Background: an optimization exercise with open tools, aiming at small area and a short achievable clock period. Do not read the settings as production practice.
Only simulation tests tie the RTL to the original design; equivalence was not proved.

File: design/flow/design.v
module fsm(
input logic CLK_50M,
output logic [15:0] audiodata,
input logic [31:0] flash_mem_readdata,
input logic flash_mem_readdatavalid,
input logic reset,
input logic direction,
output logic [6:0] state,
input logic newclock1,
output flash_mem_read,
input logic idle,
output logic [15:0] out,
output [3:0] flash_mem_byteenable
);
parameter [6:0] start = 7'b000_0000;
parameter [6:0] read = 7'b010_0000;
parameter [6:0] waitread = 7'b110_1111;
parameter [6:0] play1 = 7'b101_1111;
parameter [6:0] play2 = 7'b111_1111;
always_ff @ (posedge CLK_50M, posedge reset)
	begin
	if (reset) begin
		state<=start;
		audiodata<=16'b0;
		end
	else 
		begin
		case(state)
		start: if(idle)begin
			state<=read;
			end
			else
			state<=start;
		read:begin
			state<=waitread;
			end
		waitread:begin
			if ( flash_mem_readdatavalid==1'b1) state<= play1;
			end	
		play1:
			begin 
			if (direction)
				begin
				if(newclock1) 
					begin
					state<=start;
					audiodata<= flash_mem_readdata [31:16];
					end
				else 
				audiodata<= flash_mem_readdata [31:16];
				end
			else
				begin 
				if(newclock1) 
					begin
					audiodata<= flash_mem_readdata [15:0];
					state<=play2;
					end
				else
				audiodata<= flash_mem_readdata [15:0];
				end
			end
		play2:
			begin 
			if (direction)
				begin
				if(newclock1) 
					begin
					state<=start;
					audiodata<= flash_mem_readdata [15:0];
					end
				else 
				audiodata<= flash_mem_readdata [15:0];
				end
			else
				begin
				if(newclock1) 
					begin
					state<=start;
					audiodata<= flash_mem_readdata [31:16];
					end
				else 
				audiodata<= flash_mem_readdata [31:16];
				end
			end
		default: state<=start;
		endcase
end 
		end 
assign flash_mem_read=~state[4];
assign flash_mem_byteenable={~state[3],~state[2],~state[1],~state[0]};
assign out =flash_mem_readdata[15:0];
endmodule 
module clockdiv (input logic [31:0] d,input logic [31:0] desiredfreq,input logic clk, input logic rst, output logic reset, output logic newclock);
always_ff @ (posedge clk, posedge rst)
begin
	if (rst)
		begin
		newclock<=1'b0;
		reset<=1'b0;
		end
	else if (d==((32'd25000000/(desiredfreq))-32'd1))
		begin
		newclock<=1'b1;
		reset<=1'b0;
		end
	else if (d>=((32'd50000000/(desiredfreq))-32'b1))
		begin
		newclock<=1'b0;
		reset<=1'b1;
		end
	else
		begin
		newclock<= newclock;
		reset<=1'b0;
		end
end
endmodule
module counter(input logic clk, input logic rst, input logic reset, output logic [31:0] Q);
always_ff @ (posedge clk, posedge rst)
begin 
	if (rst)
		Q<=32'b0;
	else if (reset)
		begin
		Q<=32'b1;
		end
	else
		Q<=Q+32'b1;
end
endmodule
module flipflop #(parameter width = 23)(input logic clk, input logic rst, input logic [width-1:0] d, output logic [width-1:0] q);
always_ff @(posedge clk, posedge rst)
if (rst) q<={width{1'b0}};
else q<=d;
endmodule
module keyboardaddr (input logic [22:0]  currentaddr,
	input logic D, E, B, F, R,
	output logic [1:0] state,
	input logic clk,
	input logic rst,
	input logic en,
output logic idle,
	output logic [22:0] nextaddr
	);
	parameter idleFW = 2'b00;
	parameter idleBW = 2'b01;
	parameter FW = 2'b10;
	parameter BW = 2'b11;
assign idle=state[1];	
	always_ff @ (posedge clk, posedge rst)
	begin
				if (rst) begin
					state<=idleFW;
					nextaddr<=23'b0;
				end
				else if (en)
					case(state)
					idleFW:	 
							if(R) begin		 
								state<=idleFW;
								nextaddr<=1'b0;
								end
							else if(B) begin  
								state<=idleBW;
								nextaddr<=currentaddr;	
								end
							else if(E) begin	 
								state<=FW;
								nextaddr<=currentaddr+1'b1;
								end
							else begin		 
								state<=idleFW;
								nextaddr<=currentaddr;
								end
					idleBW:
							if(R) begin		 
								state<=idleBW;
								nextaddr<=1'b0;
								end
							else if(F) begin		 
								state<=idleFW;
								nextaddr<=currentaddr;	
								end
							else if(B) begin		 
								state<=BW;
								nextaddr<=currentaddr+1'b1;
								end
							else begin		 
								state<=idleBW;
								nextaddr<=currentaddr;
								end
					FW:			
							if(currentaddr==32'h7ffff) begin
						nextaddr<=32'b0;
							end
							else if(R) begin		 
									state<=FW;
									nextaddr<=32'b0;
								end
								else if(B) begin		 
									state<=BW;
									nextaddr<=currentaddr-1'b1;	
								end
								else if(D) begin		 
									state<=idleFW;
									nextaddr<=currentaddr;
								end
								else begin		 
									state<=FW;
									nextaddr<=currentaddr+1'b1;						
								end
					BW:
			if(currentaddr==32'b0) begin
				nextaddr<=32'h7ffff;
				end
							else if(R) begin 
								state<=BW;
								nextaddr<=32'h7ffff;
								end
							else if(F) begin		 
								state<=FW;
								nextaddr<=currentaddr+1'b1;	
								end
							else if(D) begin		 
								state<=idleBW;
								nextaddr<=currentaddr;
								end
							else begin		 
								state<=BW;
								nextaddr<=currentaddr-1'b1;
								end
						default: state<= idleFW;
				endcase
			end
endmodule
module vDFF(clk, rst, en, in, out);
	input logic clk;
	input logic rst;
	input logic en;
	input logic [22:0] in;
	output logic [22:0] out;
	always_ff @(posedge clk, posedge rst)
		if (rst) out<=23'b0;
		else if (en) out<=in;
endmodule 
module keyboardint(kbd, D,E,B,F,R);
	input logic [7:0] kbd;
	output D,E,B,F,R;
parameter character_B =8'h42;
parameter character_D =8'h44;
parameter character_E =8'h45;
parameter character_F =8'h46;
parameter character_R =8'h52;
parameter character_lowercase_b= 8'h62;
parameter character_lowercase_d= 8'h64;
parameter character_lowercase_e= 8'h65;
parameter character_lowercase_f= 8'h66;
parameter character_lowercase_r= 8'h72;
		assign D = (character_D == kbd)| (character_lowercase_d == kbd);
		assign E = (character_E == kbd)| (character_lowercase_e == kbd);
		assign B = (character_B == kbd)| (character_lowercase_b == kbd);
		assign F = (character_F == kbd)| (character_lowercase_f == kbd);
		assign R = (character_R == kbd)| (character_lowercase_r == kbd);
endmodule
module keyintegration(clk,rst,addvalue,prevaddvalue,keys);
	input logic clk;
	input logic rst;
	input logic [2:0] keys;
	output logic [31:0] addvalue;
	input logic [31:0] prevaddvalue;
	always_ff @(posedge clk, posedge rst)begin
			if(rst) begin
				addvalue<=0;
			end
			else if(keys[2]) begin
				addvalue<=0;
			end
			else if(keys[1]) begin
				addvalue<=prevaddvalue+32'd1000;
			end
			else if(keys[0]) begin
				addvalue<=prevaddvalue-32'd1000;
			end
			else begin
				addvalue<=prevaddvalue;
			end
		end
endmodule
`default_nettype none
module ipod_player(
    input  logic        clk,
    input  logic        reset,
    input  logic [7:0]  kbd_ascii,
    input  logic        speed_up,
    input  logic        speed_down,
    input  logic        speed_reset,
    input  logic        direction,
    input  logic [31:0] flash_readdata,
    input  logic        flash_readdatavalid,
    output logic        flash_read,
    output logic [3:0]  flash_byteenable,
    output logic [22:0] flash_address,
    output logic [15:0] audio_data,
    output logic        sample_clk
);
logic D,B,E,F,R;
logic [1:0] state2;
logic idle;
logic [6:0] state;
logic [15:0] out;
logic [22:0] nextaddress;
logic [22:0] currentaddress;
logic newclock1;
logic newclock1_q;
logic addr_en;
logic [31:0] d1;
logic resetcounter1;
logic [31:0] prevaddvalue;
logic [31:0] addvalue;
logic edgeclock1;
keyintegration speedcontrol(.clk(clk),.rst(reset),.addvalue(addvalue),.prevaddvalue(prevaddvalue),.keys({speed_reset,speed_up,speed_down}));
flipflop #(32) addvalueff (.clk(clk), .rst(reset), .d(addvalue), .q(prevaddvalue));
clockdiv div1 (.d(d1),.desiredfreq(32'd22000+addvalue),.clk(clk),.rst(reset),.reset(resetcounter1),.newclock(newclock1));
counter counter1 (.clk(clk), .rst(reset), .reset(resetcounter1), .Q(d1));
always_ff @(posedge clk, posedge reset)
    if (reset) newclock1_q <= 1'b0;
    else       newclock1_q <= newclock1;
assign addr_en = newclock1 & ~newclock1_q;
keyboardaddr addressset (.currentaddr(currentaddress),.clk(clk),.rst(reset),.en(addr_en),.idle(idle),.state(state2),.D(D),.E(E),.B(B),.F(F),.R(R),.nextaddr(nextaddress));
keyboardint keyboardinput (.kbd(kbd_ascii), .D(D), .E(E), .B(B), .F(F), .R(R));
vDFF addrVDFF(.clk(clk),.rst(reset),.en(addr_en),.in(nextaddress),.out(currentaddress));
doublesync newclock_doublsync(.indata(newclock1), .outdata(edgeclock1), .clk(clk), .reset(reset));
fsm flash(
.CLK_50M(clk),
.direction(direction),
.audiodata(audio_data),
.flash_mem_readdata(flash_readdata),
.flash_mem_readdatavalid(flash_readdatavalid),
.reset(reset),
.state(state),
.out(out),
.idle(idle),
.newclock1(edgeclock1),
.flash_mem_byteenable(flash_byteenable),
.flash_mem_read(flash_read)
);
assign flash_address = currentaddress[22:0];
assign sample_clk = newclock1;
endmodule
module doublesync(input logic indata, input logic clk, input logic reset, output logic outdata);
logic reg1;
always_ff @(posedge clk, posedge reset)
    if (reset) begin
        reg1 <= 1'b0;
        outdata <= 1'b0;
    end else begin
        reg1 <= indata;
        outdata <= reg1;
    end
endmodule
`default_nettype wire
File: design/flow/run.sh
#!/bin/bash
# synth_recipe.tcl (not shown) runs the flow's synth.tcl, then flattens the netlist and writes it again
# the make line also repeats each setting of config.mk as NAME=value (left out here)
make -C /OpenROAD-flow-scripts/flow DESIGN_CONFIG=/design/flow/config.mk WORK_HOME=/design/flow/orfs CLKGATE_MAP_FILE= SYNTH_SCRIPT=/design/flow/synth_recipe.tcl finish
File: design/flow/config.mk
export PLATFORM = sky130hd
export DESIGN_NAME = ipod_player
export DESIGN_NICKNAME = ipod_player
export VERILOG_FILES = /design/flow/design.v
export SDC_FILE = /design/flow/constraint.sdc
export NUM_CORES = 4
export LEC_CHECK = 0
export CAP_MARGIN = 20
export CORE_MARGIN = 2
export CORE_UTILIZATION = 40
export SETUP_SLACK_MARGIN = 5
export SLEW_MARGIN = 20
File: design/flow/constraint.sdc
create_clock -name core_clock -period 100.0 [get_ports {clk}]
set_input_delay 20.0000 -clock core_clock [delete_from_list [all_inputs] [get_ports {clk}]]
set_output_delay 20.0000 -clock core_clock [all_outputs]
set_load 0.01 [all_outputs]
==> results.py <==
metrics = {
    "run_status": {
        "status": "timing/DRC/antenna clean",
    },
    "detailed_routing": {
        "vias": 82200,
        "ant_nets": 0,
        "wirelength_mm": 293,
        "dr.first_iter.drc_count": 8164,
        "vias_per_cell": 6.39,
        "wl_per_cell_um": 22.8,
        "first_pass_iters": 6,
        "route.detailed.drc": 0,
    },
    "placed_design": {
        "port_buffers": 90,
        "gp_congestion": 1.02,
        "place_area_mm2": 0.0761,
        "place_inst": 12800,
        "pre_cts_slack_ps": 4320,
        "dp_hpwl_mm": 227,
    },
    "critical_path": {
        "critPathSlowestCell": "o31ai_1",
        "critPathArrivalTime_ps": 90640,
        "worstSetupStartpoint": "speedcontrol.addvalue[4]",
        "rr_worst_depth": 329,
        "cp.required_ps": 100330,
        "reg2reg_slack_ps": 9680,
        "critPathMaxFanout": 35,
        "max_stage_delay_ps": 690,
        "cpMostUsedCell": "ha_1",
        "reg2reg_from": "speedcontrol.addvalue[4]",
        "end_kind": "flip-flop",
        "criticalPathCategory": "flip-flop to flip-flop",
        "start_kind": "flip-flop",
        "r2r_end": "div1.reset",
    },
    "floorplan": {
        "die_width_um": 427,
        "rows": 155,
        "top_level_ports": 92,
        "dieArea_mm2": 0.183,
        "start_util": 0.402,
        "core-area_mm2": 0.178,
        "die-height_um": 427,
    },
    "logic_synthesis": {
        "yosysTopAreaCell": "ha_1",
        "ys_top_cells_by_area": "ha_1, xnor2_1, a21oi_1",
        "synth-edff-count": 0,
        "synthTopCellsByCount": "nor2_1, nand2_1, ha_1, a21oi_1, o21ai_0",
        "synth_nets": 11600,
        "netlist_instances": 10500,
        "netlist_area_mm2": 0.0717,
        "seq_area_frac_synth": 0.0597,
        "synthArstFlopShare": 1.00,
        "yosysMostFrequentCell": "nor2_1",
        "synth_ff_type": "dfrtp_1",
        "yosys_register_bits": 171,
        "netlist.area_leader.share": 0.176,
        "yosysUniqueCellTypes": 117,
        "syn_avg_cell_area_um2": 6.81,
        "yosysWarnings": 9,
    },
    "sta": {
        "max_freq_ghz": 0.0111,
        "maxSlewViolCount": 0,
        "rsz0062_at_grt": "false",
        "slew_headroom": 0.251,
        "worst_pin_slew_ps": 1100,
        "min_period_ps": 90320,
        "skew_ps": 14.6,
        "fin_crit_sh": 0.903,
        "post-route-worst-setup-slack_ps": 9680,
        "whs_ps": 412,
        "finalHoldViolations": 0,
        "tns_ps": 0,
        "finalSetupViolations": 0,
    },
    "clock_network": {
        "tritoncts": "built",
        "clock_latency_ps": 470,
        "clk_pin_slew_worst_paths_ps": 70,
        "clkSinkCount": 171,
        "postCtsHoldBufs": 0,
        "cts.htree.levels": 4,
        "cts_buffer_depth": 2,
        "ctsRootBufferMaster": "clkbuf_16",
        "cts_buffers": 17,
    },
    "final_layout": {
        "multi_input_area_mm2": 0.0652,
        "fillers": 18300,
        "regArea_mm2": 0.00429,
        "synthToLayoutAreaGrowth_pct": 7.74,
        "stdcell_count": 12900,
        "drive_gt1_frac": 0.0691,
        "nets": 11600,
        "final_area_mm2": 0.0772,
    },
    "global_route": {
        "grt_pass1_vias": 76400,
        "overflow": 0,
        "grt_antenna_before_repair": 3,
        "grt_max_degree": 98,
        "grt.total_usage": 0.308,
        "grt_pass1_wl_mm": 447,
    },
    "worst_hold_path": {
        "min_from": "newclock1_q",
        "hold_path_end": "newclock_doublsync.outdata",
        "hold_depth": 0,
        "min_path_type": "flip-flop to flip-flop",
    },
    "flow_run": {
        "drv_cap": 0,
    },
}
[sequential cells by signal (all words and copies together) (netlist names)]
| name | count |
|---|---|
| speedcontrol.addvalue | 32 |
| flash.audiodata | 16 |
| newclock1_q | 1 |
| newclock_doublsync.outdata | 1 |
| div1.reset | 1 |
| div1.newclock | 1 |
| addressset.nextaddr | 23 |
| addrVDFF.out | 23 |
| addressset.state | 2 |
| counter1.Q | 32 |
| flash.state | 7 |
| addvalueff.q | 32 |
[repair_timing]
action	in CTS	in global routing
gates resized for setup	7	83
gates cloned	1	0
pin swaps	1	5
endpoints found under the setup margin	2	2
buffers inserted	0	15
[worst max-delay path by stage]
stage / depth (start not counted) / endpoint
global route: 330 / div1.reset
floorplan: 358 / div1.newclock
global placement: 311 / div1.reset
CTS: 315 / div1.reset
finish: 329 / div1.reset
detailed placement: 314 / div1.reset
[final cells by class]
| type | instances | share of cell area |
|---|---|---|
| diodes | 1 | 0.0000324 |
| clock buffers | 19 | 0.00574 |
| clock inverters | 13 | 0.00196 |
| inverters | 359 | 0.0176 |
| multi-input cells | 9605 | 0.845 |
| flip-flops and latches | 171 | 0.0555 |
| well taps | 2355 | 0.0382 |
| repair buffers | 341 | 0.0363 |
[cells by family after synthesis]
group                      Yosys count  synth area share
other                                1         0.0000523
AOI/OAI and AO/OA                 3557             0.325
buffers and inverters              749            0.0407
xor gates and xnor gates           880             0.108
DFF                                171            0.0597
muxes                              200            0.0301
and+or+nand+nor                   3955             0.260
adders and majority gates         1011             0.176
[worst max-delay path: cells and delay by family, from the launching register on]
kind | cells | cell delay, ps
and+or+nand+nor | 102 | 24100
xor gates and xnor gates | 2 | 240
adders and majority gates | 32 | 10690
muxes | 5 | 1720
buffers and inverters | 26 | 6440
DFF | 1 | 610
AOI/OAI and AO/OA | 162 | 45980
[cell usage in the layout (no fill, tap or decap), types with 84 or more instances in the layout]
cell             synthesis  final
nor2b_1                113    110
nand2b_1               162    160
nor2_1                1198   1179
nand2_1               1099   1094
buf_4                    9    248
xnor2_1                553    545
a21o_1                 402    400
o21ai_0                712    707
clkdlybuf4s50_1          0     90
nor3_1                 319    309
o31ai_1                106    100
and3_1                 130    130
o21bai_1                84     84
mux2_2                 126    126
xor2_1                 326    322
nand3_1                300    296
or3_1                  139    137
a211oi_1                98     94
nand4_1                110    110
o21a_1                 249    249
a21oi_1                941    931
inv_1                  357    349
dfrtp_1                171    169
o211ai_1                89     89
a31oi_1                154    149
ha_1                  1011   1010
[through the flow]
| stage | util |
|---|---|
| finish | 0.433 |
| global route | 0.433 |
| CTS | 0.431 |
| detailed placement | 0.427 |
| global placement | 0.427 |
| floorplan | - |
[layer usage]
layer  GRT usage  routed length (µm)  vias to the layer above
li1            -                   -                    39000
met1       0.411              127000                    39000
met2       0.496              129000                     3447
met3      0.0337               22400                      688
met4       0.137               14900                        0
met5           0                   0                        -

port drivers added, routing unchanged:
The flow's constraints put no driver on any port. The routed layout listed below was extracted and timed again, unchanged, in two steps.
Step 1: set_driving_cell puts a clkbuf_16 on clk and a buf_2 on each other input, an assumption about the parent block.
Step 2 times the ports against the registers' clock, not the clock port: input delays grow and output delays shrink by t, the midpoint of the rising clock arrivals with the driver on.
Three values: ideal ports, drivers, drivers and shift; two values: the first two.
t (ns): 0.533
setup slack, ns: 9.683 / 9.683 / 9.683
slew at the worst register clock pin (ns): 0.08 / 0.08
worst data-port slew with drivers (ns): 0.06
cell pins on the clock port's net: 1
After both steps setup and hold are still met in this run. The setup slack of this run moves by 0.000 ns with the drivers and by 0.000 ns with both steps.
